Context: an optimization exercise on an open-source flow, tuned for small area, a short achievable clock period and few clock cycles. The choices shown serve that exercise and are no tape-out recipe. RTL that was checked went through simulation tests only; none was proved equivalent to the original. Power figures rest on the tool's default switching activity, not on a simulated workload.

old:
Design gpio_top, start of the top module:
module gpio_top(
	wb_clk_i, wb_rst_i, wb_cyc_i, wb_adr_i, wb_dat_i, wb_sel_i, wb_we_i, wb_stb_i,
	wb_dat_o, wb_ack_o, wb_err_o, wb_inta_o,
	aux_i,
	ext_pad_i, ext_pad_o, ext_padoe_o,
	clk_pad_i
);
parameter dw = 32;
parameter aw = 8;
parameter gw = 32;
input             wb_clk_i;
input             wb_rst_i;
input             wb_cyc_i;
input   [aw-1:0]  wb_adr_i;
input   [dw-1:0]  wb_dat_i;
input   [3:0]     wb_sel_i;
input             wb_we_i;
input             wb_stb_i;
output  [dw-1:0]  wb_dat_o;
output            wb_ack_o;
output            wb_err_o;
output            wb_inta_o;
input   [gw-1:0]  aux_i;
input   [gw-1:0]  ext_pad_i;
input             clk_pad_i;
output  [gw-1:0]  ext_pad_o;
output  [gw-1:0]  ext_padoe_o;
reg  [gw-1:0] rgpio_in;
reg  [gw-1:0] rgpio_out;
reg  [gw-1:0] rgpio_oe;
reg  [gw-1:0] rgpio_inte;
reg  [gw-1:0] rgpio_ptrig;
reg  [gw-1:0] rgpio_aux;
reg  [1:0]    rgpio_ctrl;
reg  [gw-1:0] rgpio_ints;
reg  [gw-1:0] rgpio_eclk;
reg  [gw-1:0] rgpio_nec;
reg  [gw-1:0] sync, ext_pad_s;
reg  [gw-1:0] pextc_sampled;
  ...
clock: 5.0 ns
lec_check: 0
cap_margin: 20
core_margin: 2
core_utilization: 40
place_density: 0.6
setup_slack_margin: 1.8
slew_margin: 20
synth_hierarchical: 1
synth_minimum_keep_size: 0
standard.sh (not shown) runs the stock make flow with config.mk's settings and CLKGATE_MAP_FILE= SYNTH_SCRIPT=/design/flow/synth_recipe.tcl, a recipe that flattens the netlist after the stock synthesis.
==> flow/flow/run.sh <==
#!/bin/bash
# The standard layout (standard.sh, its synthesis unchanged), with:
#  - every port buffered by a small buf cell instead of the default delay
#    buffer;
#  - clock tree synthesis with clkbuf_8 buffers, sink clusters of at most
#    16 flip-flops, and no dummy loads;
#  - more antenna repair iterations after detailed routing;
#  - a check of the finished layout for antenna violations; if any remain,
#    the layout is made again with the placement density lower bound
#    nudged, at most three times in all.
# Each attempt's tool output goes to standard_N.log, each check's to
# check_N.log.
export BUFFER_PORTS_ARGS="-buffer_cell sky130_fd_sc_hd__buf_1"
export MAX_REPAIR_ANTENNAS_ITER_DRT=10
export CTS_ARGS="-sink_clustering_enable -repair_clock_nets -sink_clustering_size 16 -sink_clustering_max_diameter 60 -dont_use_dummy_load -buf_list sky130_fd_sc_hd__clkbuf_8"
RES=orfs/results/sky130hd/gpio_top/base/6_final.odb
cat > check_antennas.tcl <<EOT
read_db $RES
set n [check_antennas]
puts "ANTENNA_VIOLATIONS \$n"
EOT
addons=(0 0.2 0.3)
for n in 1 2 3; do
  if [[ $n -gt 1 ]]; then
    rm -rf orfs out/final.def
    mkdir -p out
    export PLACE_DENSITY_LB_ADDON=${addons[$((n-1))]}
  fi
  bash standard.sh > standard_$n.log 2>&1
  status=$?
  if [[ $status -eq 0 && -f out/final.def && -f $RES ]]; then
    openroad -no_init -exit check_antennas.tcl > check_$n.log 2>&1
    if grep -q '^ANTENNA_VIOLATIONS 0$' check_$n.log; then
      exit 0
    fi
  fi
done
exit 0
Testbench counts of old, summed over its fixed seeds: cycles 24,000.
## Diff of input files: new against old
--- a/flow/design.v
+++ b/flow/design.v
@@ -144,22 +144,22 @@
 		wb_inta_o <= (|rgpio_ints) & rgpio_ctrl[0];
 assign ext_padoe_o = rgpio_oe;
 always @(posedge wb_clk_i or posedge wb_rst_i)
 	if (wb_rst_i)
 		ext_pad_o <= {gw{1'b0}};
 	else
 		ext_pad_o <= (rgpio_out & ~rgpio_aux) | (aux_i & rgpio_aux);
 genvar i;
 generate
-	for (b = 0; b < 4; b = b + 1) begin : rd
+	for (b = 0; b < 2; b = b + 1) begin : rd
 		wire [9:0] s;
 		gpio_rsel u_sel (.a(wb_adr_i[5:2]), .s(s));
-		for (i = 8*b; i < 8*b+8; i = i + 1) begin : bt
+		for (i = 16*b; i < 16*b+16; i = i + 1) begin : bt
 			if (i < 2) begin : c
 				gpio_rbit_c u_bit (.s(s), .r({rgpio_nec[i], rgpio_eclk[i], rgpio_ints[i], rgpio_ctrl[i],
 					rgpio_aux[i], rgpio_ptrig[i], rgpio_inte[i], rgpio_oe[i], rgpio_out[i], rgpio_in[i]}),
 					.y(wb_dat_o[i]));
 			end else begin : n
 				gpio_rbit u_bit (.s(s), .r({rgpio_nec[i], rgpio_eclk[i], rgpio_ints[i],
 					rgpio_aux[i], rgpio_ptrig[i], rgpio_inte[i], rgpio_oe[i], rgpio_out[i], rgpio_in[i]}),
 					.y(wb_dat_o[i]));
 			end
@@ -226,53 +226,33 @@
 gpio_and2 u3 (.a(p[3]), .b(q[0]), .y(s[3]));
 gpio_and2 u4 (.a(p[0]), .b(q[1]), .y(s[4]));
 gpio_and2 u5 (.a(p[1]), .b(q[1]), .y(s[5]));
 gpio_and2 u6 (.a(p[2]), .b(q[1]), .y(s[6]));
 gpio_and2 u7 (.a(p[3]), .b(q[1]), .y(s[7]));
 gpio_and2 u8 (.a(p[0]), .b(q[2]), .y(s[8]));
 gpio_and2 u9 (.a(p[1]), .b(q[2]), .y(s[9]));
 gpio_nand3 u0 (.a(tn[0]), .b(tn[1]), .c(tn[2]), .y(s[0]));
 endmodule
-module gpio_and4(a, b, c, d, y);
-input  a, b, c, d;
-output y;
-assign y = a & b & c & d;
-endmodule
-module gpio_nand4(a, b, c, d, y);
-input  a, b, c, d;
-output y;
-assign y = ~(a & b & c & d);
+module gpio_aoi222(a1, a2, b1, b2, c1, c2, y);
+input  a1, a2, b1, b2, c1, c2;
+output y;
+assign y = ~((a1 & a2) | (b1 & b2) | (c1 & c2));
 endmodule
 module gpio_rbit_c(s, r, y);
 input  [9:0] s, r;
 output       y;
-wire [9:0] x;
-wire z0, z1;
-genvar k;
-generate
-	for (k = 0; k < 10; k = k + 1) begin : t
-		gpio_nand2 u (.a(s[k]), .b(r[k]), .y(x[k]));
-	end
-endgenerate
-gpio_and4  u0 (.a(x[1]), .b(x[2]), .c(x[3]), .d(x[4]), .y(z0));
-gpio_and4  u1 (.a(x[5]), .b(x[6]), .c(x[7]), .d(x[8]), .y(z1));
-gpio_nand4 u2 (.a(z0), .b(z1), .c(x[9]), .d(x[0]), .y(y));
+wire x0, x1, x2;
+gpio_aoi222 u0 (.a1(s[1]), .a2(r[1]), .b1(s[2]), .b2(r[2]), .c1(s[3]), .c2(r[3]), .y(x0));
+gpio_aoi222 u1 (.a1(s[4]), .a2(r[4]), .b1(s[5]), .b2(r[5]), .c1(s[7]), .c2(r[7]), .y(x1));
+gpio_aoi222 u2 (.a1(s[8]), .a2(r[8]), .b1(s[9]), .b2(r[9]), .c1(s[0]), .c2(r[0]), .y(x2));
+assign y = ~(x0 & x1 & x2 & ~(s[6] & r[6]));
 endmodule
 module gpio_rbit(s, r, y);
 input  [9:0] s;
 input  [8:0] r;
 output       y;
-wire [8:0] x;
-wire z0, z1;
-gpio_nand2 u_t0 (.a(s[0]), .b(r[0]), .y(x[0]));
-gpio_nand2 u_t1 (.a(s[1]), .b(r[1]), .y(x[1]));
-gpio_nand2 u_t2 (.a(s[2]), .b(r[2]), .y(x[2]));
-gpio_nand2 u_t3 (.a(s[3]), .b(r[3]), .y(x[3]));
-gpio_nand2 u_t4 (.a(s[4]), .b(r[4]), .y(x[4]));
-gpio_nand2 u_t5 (.a(s[5]), .b(r[5]), .y(x[5]));
-gpio_nand2 u_t6 (.a(s[7]), .b(r[6]), .y(x[6]));
-gpio_nand2 u_t7 (.a(s[8]), .b(r[7]), .y(x[7]));
-gpio_nand2 u_t8 (.a(s[9]), .b(r[8]), .y(x[8]));
-gpio_and4  u0 (.a(x[1]), .b(x[2]), .c(x[3]), .d(x[4]), .y(z0));
-gpio_and4  u1 (.a(x[5]), .b(x[6]), .c(x[7]), .d(x[8]), .y(z1));
-gpio_nand3 u2 (.a(z0), .b(z1), .c(x[0]), .y(y));
-endmodule
+wire x0, x1, x2;
+gpio_aoi222 u0 (.a1(s[1]), .a2(r[1]), .b1(s[2]), .b2(r[2]), .c1(s[3]), .c2(r[3]), .y(x0));
+gpio_aoi222 u1 (.a1(s[4]), .a2(r[4]), .b1(s[5]), .b2(r[5]), .c1(s[7]), .c2(r[6]), .y(x1));
+gpio_aoi222 u2 (.a1(s[8]), .a2(r[7]), .b1(s[9]), .b2(r[8]), .c1(s[0]), .c2(r[0]), .y(x2));
+assign y = ~(x0 & x1 & x2);
+endmodule
Results
- new and old ended up with nearly the same maximum buffer depth of the clock tree.
- Violation count after the first detailed-route iteration delta (new − old): unfavourable
- Run comparison: new launch point of the worst path wb_adr_i[5]; old launch point of the worst path wb_adr_i[4]
- Taking old as the reference, in new first-pass iteration count of the detailed router now larger, die area lower, proportion of total power due to net switching shows a reduction of 0.45 points, net count of the mapped netlist went down.
- [compare] base=old new=new: horizontal die dimension went down by about 2.4%; worst hold slack went down by 0.014 ns; routed wire length was more or less identical.
For new, only the layout was checked, not whether the RTL still works.

---

== quartz ==
Another version of the RTL of gpio_top (not shown whole).
Size in the first run: ~1400 cells after synthesis, ~210 I/O pins, ~0.018 mm2 of cells after synthesis.
==> module gpio_aoi222, before the edit <==
module gpio_aoi222(a1, a2, b1, b2, c1, c2, y);
input  a1, a2, b1, b2, c1, c2;
output y;
assign y = ~((a1 & a2) | (b1 & b2) | (c1 & c2));
endmodule
==> module gpio_rbit_c, before the edit <==
module gpio_rbit_c(s, r, y);
input  [9:0] s, r;
output       y;
wire x0, x1, x2;
gpio_aoi222 u0 (.a1(s[1]), .a2(r[1]), .b1(s[2]), .b2(r[2]), .c1(s[3]), .c2(r[3]), .y(x0));
gpio_aoi222 u1 (.a1(s[4]), .a2(r[4]), .b1(s[5]), .b2(r[5]), .c1(s[7]), .c2(r[7]), .y(x1));
gpio_aoi222 u2 (.a1(s[8]), .a2(r[8]), .b1(s[9]), .b2(r[9]), .c1(s[0]), .c2(r[0]), .y(x2));
assign y = ~(x0 & x1 & x2 & ~(s[6] & r[6]));
endmodule
==> module gpio_rbit, before the edit <==
module gpio_rbit(s, r, y);
input  [9:0] s;
input  [8:0] r;
output       y;
wire x0, x1, x2;
gpio_aoi222 u0 (.a1(s[1]), .a2(r[1]), .b1(s[2]), .b2(r[2]), .c1(s[3]), .c2(r[3]), .y(x0));
gpio_aoi222 u1 (.a1(s[4]), .a2(r[4]), .b1(s[5]), .b2(r[5]), .c1(s[7]), .c2(r[6]), .y(x1));
gpio_aoi222 u2 (.a1(s[8]), .a2(r[7]), .b1(s[9]), .b2(r[8]), .c1(s[0]), .c2(r[0]), .y(x2));
assign y = ~(x0 & x1 & x2);
endmodule
==> flow/config.mk <==
export PLATFORM = sky130hd
export DESIGN_NAME = gpio_top
export DESIGN_NICKNAME = gpio_top
export VERILOG_FILES = /design/flow/design.v
export SDC_FILE = /design/flow/constraint.sdc
export NUM_CORES = 4
export LEC_CHECK = 0
export CAP_MARGIN = 20
export CORE_MARGIN = 2
export CORE_UTILIZATION = 40
export PLACE_DENSITY = 0.6
export SLEW_MARGIN = 20
export SYNTH_HIERARCHICAL = 1
export SYNTH_MINIMUM_KEEP_SIZE = 0
==> flow/constraint.sdc <==
create_clock -name core_clock -period 5.0 [get_ports {wb_clk_i}]
set_input_delay 1.0000 -clock core_clock [delete_from_list [all_inputs] [get_ports {wb_clk_i}]]
set_output_delay 1.0000 -clock core_clock [all_outputs]
set_load 0.01 [all_outputs]
Scripts as last shown in full above: flow/flow/run.sh
quartz completed; timing, DRC and antenna clean
The following lists how yarrow was set up differently from quartz:
--- a/flow/design.v
+++ b/flow/design.v
@@ -231,28 +231,48 @@
 gpio_and2 u8 (.a(p[0]), .b(q[2]), .y(s[8]));
 gpio_and2 u9 (.a(p[1]), .b(q[2]), .y(s[9]));
 gpio_nand3 u0 (.a(tn[0]), .b(tn[1]), .c(tn[2]), .y(s[0]));
 endmodule
-module gpio_aoi222(a1, a2, b1, b2, c1, c2, y);
-input  a1, a2, b1, b2, c1, c2;
-output y;
-assign y = ~((a1 & a2) | (b1 & b2) | (c1 & c2));
+module gpio_and4(a, b, c, d, y);
+input  a, b, c, d;
+output y;
+assign y = a & b & c & d;
+endmodule
+module gpio_nand4(a, b, c, d, y);
+input  a, b, c, d;
+output y;
+assign y = ~(a & b & c & d);
 endmodule
 module gpio_rbit_c(s, r, y);
 input  [9:0] s, r;
 output       y;
-wire x0, x1, x2;
-gpio_aoi222 u0 (.a1(s[1]), .a2(r[1]), .b1(s[2]), .b2(r[2]), .c1(s[3]), .c2(r[3]), .y(x0));
-gpio_aoi222 u1 (.a1(s[4]), .a2(r[4]), .b1(s[5]), .b2(r[5]), .c1(s[7]), .c2(r[7]), .y(x1));
-gpio_aoi222 u2 (.a1(s[8]), .a2(r[8]), .b1(s[9]), .b2(r[9]), .c1(s[0]), .c2(r[0]), .y(x2));
-assign y = ~(x0 & x1 & x2 & ~(s[6] & r[6]));
+wire [9:0] x;
+wire z0, z1;
+genvar k;
+generate
+	for (k = 0; k < 10; k = k + 1) begin : t
+		gpio_nand2 u (.a(s[k]), .b(r[k]), .y(x[k]));
+	end
+endgenerate
+gpio_and4  u0 (.a(x[1]), .b(x[2]), .c(x[3]), .d(x[4]), .y(z0));
+gpio_and4  u1 (.a(x[5]), .b(x[6]), .c(x[7]), .d(x[8]), .y(z1));
+gpio_nand4 u2 (.a(z0), .b(z1), .c(x[9]), .d(x[0]), .y(y));
 endmodule
 module gpio_rbit(s, r, y);
 input  [9:0] s;
 input  [8:0] r;
 output       y;
-wire x0, x1, x2;
-gpio_aoi222 u0 (.a1(s[1]), .a2(r[1]), .b1(s[2]), .b2(r[2]), .c1(s[3]), .c2(r[3]), .y(x0));
-gpio_aoi222 u1 (.a1(s[4]), .a2(r[4]), .b1(s[5]), .b2(r[5]), .c1(s[7]), .c2(r[6]), .y(x1));
-gpio_aoi222 u2 (.a1(s[8]), .a2(r[7]), .b1(s[9]), .b2(r[8]), .c1(s[0]), .c2(r[0]), .y(x2));
-assign y = ~(x0 & x1 & x2);
-endmodule
+wire [8:0] x;
+wire z0, z1;
+gpio_nand2 u_t0 (.a(s[0]), .b(r[0]), .y(x[0]));
+gpio_nand2 u_t1 (.a(s[1]), .b(r[1]), .y(x[1]));
+gpio_nand2 u_t2 (.a(s[2]), .b(r[2]), .y(x[2]));
+gpio_nand2 u_t3 (.a(s[3]), .b(r[3]), .y(x[3]));
+gpio_nand2 u_t4 (.a(s[4]), .b(r[4]), .y(x[4]));
+gpio_nand2 u_t5 (.a(s[5]), .b(r[5]), .y(x[5]));
+gpio_nand2 u_t6 (.a(s[7]), .b(r[6]), .y(x[6]));
+gpio_nand2 u_t7 (.a(s[8]), .b(r[7]), .y(x[7]));
+gpio_nand2 u_t8 (.a(s[9]), .b(r[8]), .y(x[8]));
+gpio_and4  u0 (.a(x[1]), .b(x[2]), .c(x[3]), .d(x[4]), .y(z0));
+gpio_and4  u1 (.a(x[5]), .b(x[6]), .c(x[7]), .d(x[8]), .y(z1));
+gpio_nand3 u2 (.a(z0), .b(z1), .c(x[0]), .y(y));
+endmodule
## What came out
yarrow vs quartz — aggregate routed wire length climbed by a few percent
Compared with quartz, yarrow shows a count of clock-net buffers in the final layout that is 11% higher.
Compared with quartz, yarrow shows a lower final cycle utilization of the critical path.
Synthesized area: quartz and yarrow compared, lower one is quartz
In yarrow, the met2 routing resource usage after global routing came out 3.8 points above the value in quartz.
yarrow vs quartz: internal power summed over all cells up in yarrow
Diff quartz -> yarrow | post-route cell area | up by a few percent
Highest routing layer actually used = met4: yarrow; highest routing layer actually used = met5: quartz
Testbench counts of yarrow, summed over its fixed seeds: cycles 24,000.
Only the layout flow was run in quartz; the RTL was not checked for function there.

-- static timing again, ports no longer ideal --
No port has a modelled driver above. Below, the same layouts with a new extraction and two added sets of constraints. Step 1 (the two cells are an assumption about what drives the block):
set clk [get_ports {wb_clk_i}]
set_driving_cell -lib_cell sky130_fd_sc_hd__clkbuf_16 $clk
set_driving_cell -lib_cell sky130_fd_sc_hd__buf_2 [delete_from_list [all_inputs] $clk]
Step 2 adds t to the input delays and takes it off the output delays; t is the mean of the earliest and latest rising clock arrival at the registers after step 1. Input paths then give back, and output paths get back, about the clock's delay inside the block. Three values: no drivers, after step 1, after step 2; two values: the first two.
| run | shift t [ns] | slack for setup (ns) | hold WS [ns] | latest minus earliest clock arrival (ns) | cell pins on the clock port's net |
|---|---|---|---|---|---|
| old | 0.660 | 1.827 / 1.653 / 1.406 | 0.311 / 0.311 / 0.311 | 0.056 / 0.057 | 1 |
| new | 0.648 | 1.531 / 1.453 / 1.453 | 0.297 / 0.297 / 0.297 | 0.070 / 0.070 | 1 |
| quartz | 0.647 | 0.754 / 0.648 / 0.648 | 0.331 / 0.331 / 0.331 | 0.063 / 0.063 | 1 |
| yarrow | 0.657 | 1.041 / 0.974 / 0.974 | 0.317 / 0.317 / 0.317 | 0.052 / 0.053 | 1 |
After both steps setup and hold are still met in every run listed. For old, which loses most, drivers alone change the setup slack by -0.174 ns; drivers and shift together by -0.421 ns.
